Background: an optimization exercise with open tools, aiming at small area. Do not read the settings as production practice. At most, simulation tests tie the RTL to the original design; equivalence was not proved. No activity file was given, so power comes from the tool's default toggle rates.

Design YM2149, start of the top module:
module YM2149 (
	input      [7:0] I_DA,
	output reg [7:0] O_DA,
	output           O_DA_OE_L,
	input            I_A9_L,
	input            I_A8,
	input            I_BDIR,
	input            I_BC2,
	input            I_BC1,
	input            I_SEL_L,
	input            I_STEREO,
	output reg [7:0] O_AUDIO,
	output reg [1:0] O_CHAN,
	output reg [9:0] O_AUDIO_L,
	output reg [9:0] O_AUDIO_R,
	input      [7:0] I_IOA,
	output     [7:0] O_IOA,
	output           O_IOA_OE_L,
	input      [7:0] I_IOB,
	output     [7:0] O_IOB,
	output           O_IOB_OE_L,
	input            ENA,  
	input            RESET_L,
	input            CLK
);
For scale: ~1,300 cells after synthesis, ~91 I/O pins, ~14,000 sq um of cells after synthesis.
make LEC_CHECK=0 CAP_MARGIN=20 CORE_MARGIN=2 CORE_UTILIZATION=40 SLEW_MARGIN=20 finish   # period 10.0 ns
run.sh (not shown) runs the stock make flow with config.mk's settings and CLKGATE_MAP_FILE= SYNTH_SCRIPT=/design/flow/synth_recipe.tcl, a recipe that flattens the netlist after the stock synthesis.
Edit:
Settings changed: CORE_UTILIZATION 40 to 60, CTS_BUF_LIST set to sky130_fd_sc_hd__clkbuf_4, PLACE_DENSITY set to 0.7.
Now the flow produced a layout that fails on antenna violations.
Fmax rises by 11%.
Via count rises by 3.9%.
Sequential power hardly moves.
No functional check of the RTL was part of any run of this note.


## rev 12
YM2149, a different RTL version from the one above (not shown whole).
For scale: about 1100 cells after synthesis.
==> flow/config.mk <==
export PLATFORM = sky130hd
export DESIGN_NAME = YM2149
export DESIGN_NICKNAME = YM2149
export VERILOG_FILES = /design/flow/design.v
export SDC_FILE = /design/flow/constraint.sdc
export NUM_CORES = 4
export LEC_CHECK = 0
export CAP_MARGIN = 5
export CORE_MARGIN = 2
export CORE_UTILIZATION = 65
export GPL_TIMING_DRIVEN = 0
export PLACE_DENSITY = 0.8
export SLEW_MARGIN = 5
export BUFFER_PORTS_ARGS = -buffer_cell sky130_fd_sc_hd__buf_1
export CTS_ARGS = -sink_clustering_enable -repair_clock_nets -dont_use_dummy_load -buf_list sky130_fd_sc_hd__clkbuf_16 -root_buf sky130_fd_sc_hd__clkbuf_4 -sink_clustering_size 30 -sink_clustering_max_diameter 80
==> flow/constraint.sdc <==
create_clock -name core_clock -period 10.0 [get_ports {CLK}]
set_input_delay 2.0000 -clock core_clock [delete_from_list [all_inputs] [get_ports {CLK}]]
set_output_delay 2.0000 -clock core_clock [all_outputs]
set_load 0.01 [all_outputs]
standard.sh (not shown) runs the stock make flow with config.mk's settings and CLKGATE_MAP_FILE= SYNTH_SCRIPT=/design/flow/synth_recipe.tcl, a recipe that flattens the netlist after the stock synthesis.
==> flow/flow/run.sh <==
#!/bin/bash
# Layout flow: the standard synthesis; then the combinational logic between the
# registers (which are kept exactly as that synthesis made them) is re-mapped by ABC for
# area: each script s*.abc is tried, the smallest result is kept, and that is repeated
# from the kept netlist for a few rounds; then the standard layout steps on that
# netlist, with the settings in extra.mk (buf_1 port buffers, a clock tree of fewer
# buffers, no timing-driven placement).
set -euo pipefail
W=$PWD
F=$W/flow
R=$W/orfs/results/${FLOW_PLATFORM}/YM2149/base
LIB=$FLOW_HOME/platforms/${FLOW_PLATFORM}/lib/sky130_fd_sc_hd__tt_025C_1v80.lib
ROUNDS=4

if [[ -f $F/extra.mk ]]; then cat $F/extra.mk >> $W/config.mk; fi

# 1. standard synthesis
bash $W/standard.sh synth > $W/log_1_synth.txt 2>&1
cp $R/1_2_yosys.v $W/std_1_2_yosys.v

# 2. re-map the combinational logic; the flip-flop cells are kept as they are
python3 $F/gen_comb.py $LIB $W/comb_map.v > $W/log_2_gen_comb.txt 2>&1
mkdir -p $W/resyn
cur=$W/std_1_2_yosys.v
best_area=1e30
for r in $(seq 1 $ROUNDS); do
  found=""
  for s in $F/s*.abc; do
    n=r${r}_$(basename $s .abc)
    sed -e "s|@LIB@|$LIB|g" -e "s|@W@|$W|g" -e "s|@ABC@|$s|g" -e "s|@IN@|$cur|g" \
        -e "s|@OUT@|$W/resyn/$n.v|g" -e "s|@TOP@|$FLOW_TOP|g" $F/resyn.ys > $W/resyn/$n.ys
    if yosys -l $W/resyn/log_$n.txt -q -s $W/resyn/$n.ys > /dev/null 2>&1; then
      a=$(grep "Chip area for module" $W/resyn/log_$n.txt | tail -1 | awk '{print $NF}')
      echo "$n $a" >> $W/log_2_resyn_areas.txt
      if awk -v a="$a" -v b="$best_area" 'BEGIN{exit !(a < b)}'; then
        best_area=$a; found=$W/resyn/$n.v
      fi
    fi
  done
  [[ -z "$found" ]] && break
  cur=$found
  echo "round $r kept $cur $best_area" >> $W/log_2_resyn_areas.txt
done
if [[ "$cur" != "$W/std_1_2_yosys.v" ]]; then
  cp $cur $R/1_2_yosys.v
  touch $R/1_2_yosys.v
fi

# 3. standard layout from the re-mapped netlist
bash $W/standard.sh finish > $W/log_3_layout.txt 2>&1
==> flow/flow/extra.mk <==
export BUFFER_PORTS_ARGS = -buffer_cell sky130_fd_sc_hd__buf_1
export CTS_ARGS = -sink_clustering_enable -repair_clock_nets -dont_use_dummy_load -buf_list sky130_fd_sc_hd__clkbuf_16 -root_buf sky130_fd_sc_hd__clkbuf_4 -sink_clustering_size 30 -sink_clustering_max_diameter 80
==> flow/flow/s11.abc <==
strash
fraig
&get -n
&deepsyn -I 4 -J 50
&put
dc2
dch -f
amap -F 3 -A 8
topo
==> flow/flow/s12.abc <==
strash
fraig
dc2
rewrite -z
refactor -z
resub -z -K 10
dc2
rewrite -z
refactor -z
resub -z -K 10
dc2
dch -f
amap -F 3 -A 8
topo
==> flow/flow/s13.abc <==
strash
fraig
&get -n
&st
&sopb
&put
dc2
dch -f
amap -F 3 -A 8
topo
==> flow/flow/s14.abc <==
strash
fraig
&get -n
&st
&dsdb
&put
dc2
dch -f
amap -F 3 -A 8
topo
==> flow/flow/s15.abc <==
strash
fraig
dc2
rewrite -z
refactor -z
dc2
dch -f
amap -F 4 -A 16 -C 2000
topo
Other scripts of this flow, unchanged in this note and not shown: flow/flow/gen_comb.py, flow/flow/resyn.ys, flow/flow/s01.abc, flow/flow/s02.abc, flow/flow/s03.abc, flow/flow/s04.abc, flow/flow/s05.abc, flow/flow/s06.abc, flow/flow/s07.abc, flow/flow/s08.abc, flow/flow/s09.abc, flow/flow/s10.abc
What rev 13 does differently from rev 12 at the input level:
Settings: changing CTS_ARGS from -sink_clustering_enable -repair_clock_nets -dont_use_dummy_load -buf_list sky130_fd_sc_hd__clkbuf_16 -root_buf sky130_fd_sc_hd__clkbuf_4 -sink_clustering_size 30 -sink_clustering_max_diameter 80 to -sink_clustering_enable -repair_clock_nets -dont_use_dummy_load -buf_list sky130_fd_sc_hd__clkbuf_16 -root_buf sky130_fd_sc_hd__clkbuf_4 -sink_clustering_size 25 -sink_clustering_max_diameter 100; removing PLACE_DENSITY (formerly 0.8); changing CORE_UTILIZATION from 65 to 40.
--- a/flow/flow/run.sh
+++ b/flow/flow/run.sh
@@ -11,5 +11,5 @@
 R=$W/orfs/results/${FLOW_PLATFORM}/YM2149/base
 LIB=$FLOW_HOME/platforms/${FLOW_PLATFORM}/lib/sky130_fd_sc_hd__tt_025C_1v80.lib
-ROUNDS=4
+ROUNDS=3
 
 if [[ -f $F/extra.mk ]]; then cat $F/extra.mk >> $W/config.mk; fi
==> flow/flow/extra.mk <==
export BUFFER_PORTS_ARGS = -buffer_cell sky130_fd_sc_hd__buf_1
export CTS_ARGS = -sink_clustering_enable -repair_clock_nets -dont_use_dummy_load -buf_list sky130_fd_sc_hd__clkbuf_16 -root_buf sky130_fd_sc_hd__clkbuf_4 -sink_clustering_size 25 -sink_clustering_max_diameter 100
removed: flow/flow/s11.abc
removed: flow/flow/s12.abc
removed: flow/flow/s13.abc
removed: flow/flow/s14.abc
removed: flow/flow/s15.abc
--- outcome ---
Both conditions hold for rev 12: the flow ran to the end and the final layout passed the timing, design-rule and antenna checks. Rev 13 finished end to end and its layout was clean on timing, DRC and antenna. Per the comparison of rev 13 with rev 12, clock period minus worst slack fell 1490 ps, final critical-path setup slack rose 1490 ps, post-route fraction of the period consumed by the critical path fell 15 points. Rev 12 and rev 13 ended up with roughly the same non-clock buffer contribution to total cell area. Taking rev 12 as the reference, in rev 13 average cell area after synthesis went down 1.5%; overall fraction of global-route tracks in use decreased by 9.6 points relative to the old numbers.

-- static timing again, ports no longer ideal --
No port has a modelled driver above. Below, the same layouts with a new extraction and two added sets of constraints. Step 1 assumes that a clkbuf_16 drives the clock port and a buf_2 every other input. Step 2 moves the port delays by t, midway between the first and last clock arrival at a register: inputs arrive t later, outputs are due t later. That takes back most of the time a late clock gives input paths. Three values: no drivers, after step 1, after step 2; two values: the first two.
run	t (ns)	setup WS [ns]	worst setup path after step 2	cell pins on the clock port's net
the first run of note 1	0.610	3.888 / 3.838 / 3.600	input to register	1
the second run of note 1	0.703	4.491 / 4.447 / 3.984	input to register	1
rev 12	0.656	1.855 / 1.867 / 1.211	input to register	1
rev 13	0.686	3.342 / 3.360 / 2.674	input to register	1
For rev 13, which loses most, drivers alone change the setup slack by +0.018 ns; drivers and shift together by -0.668 ns.
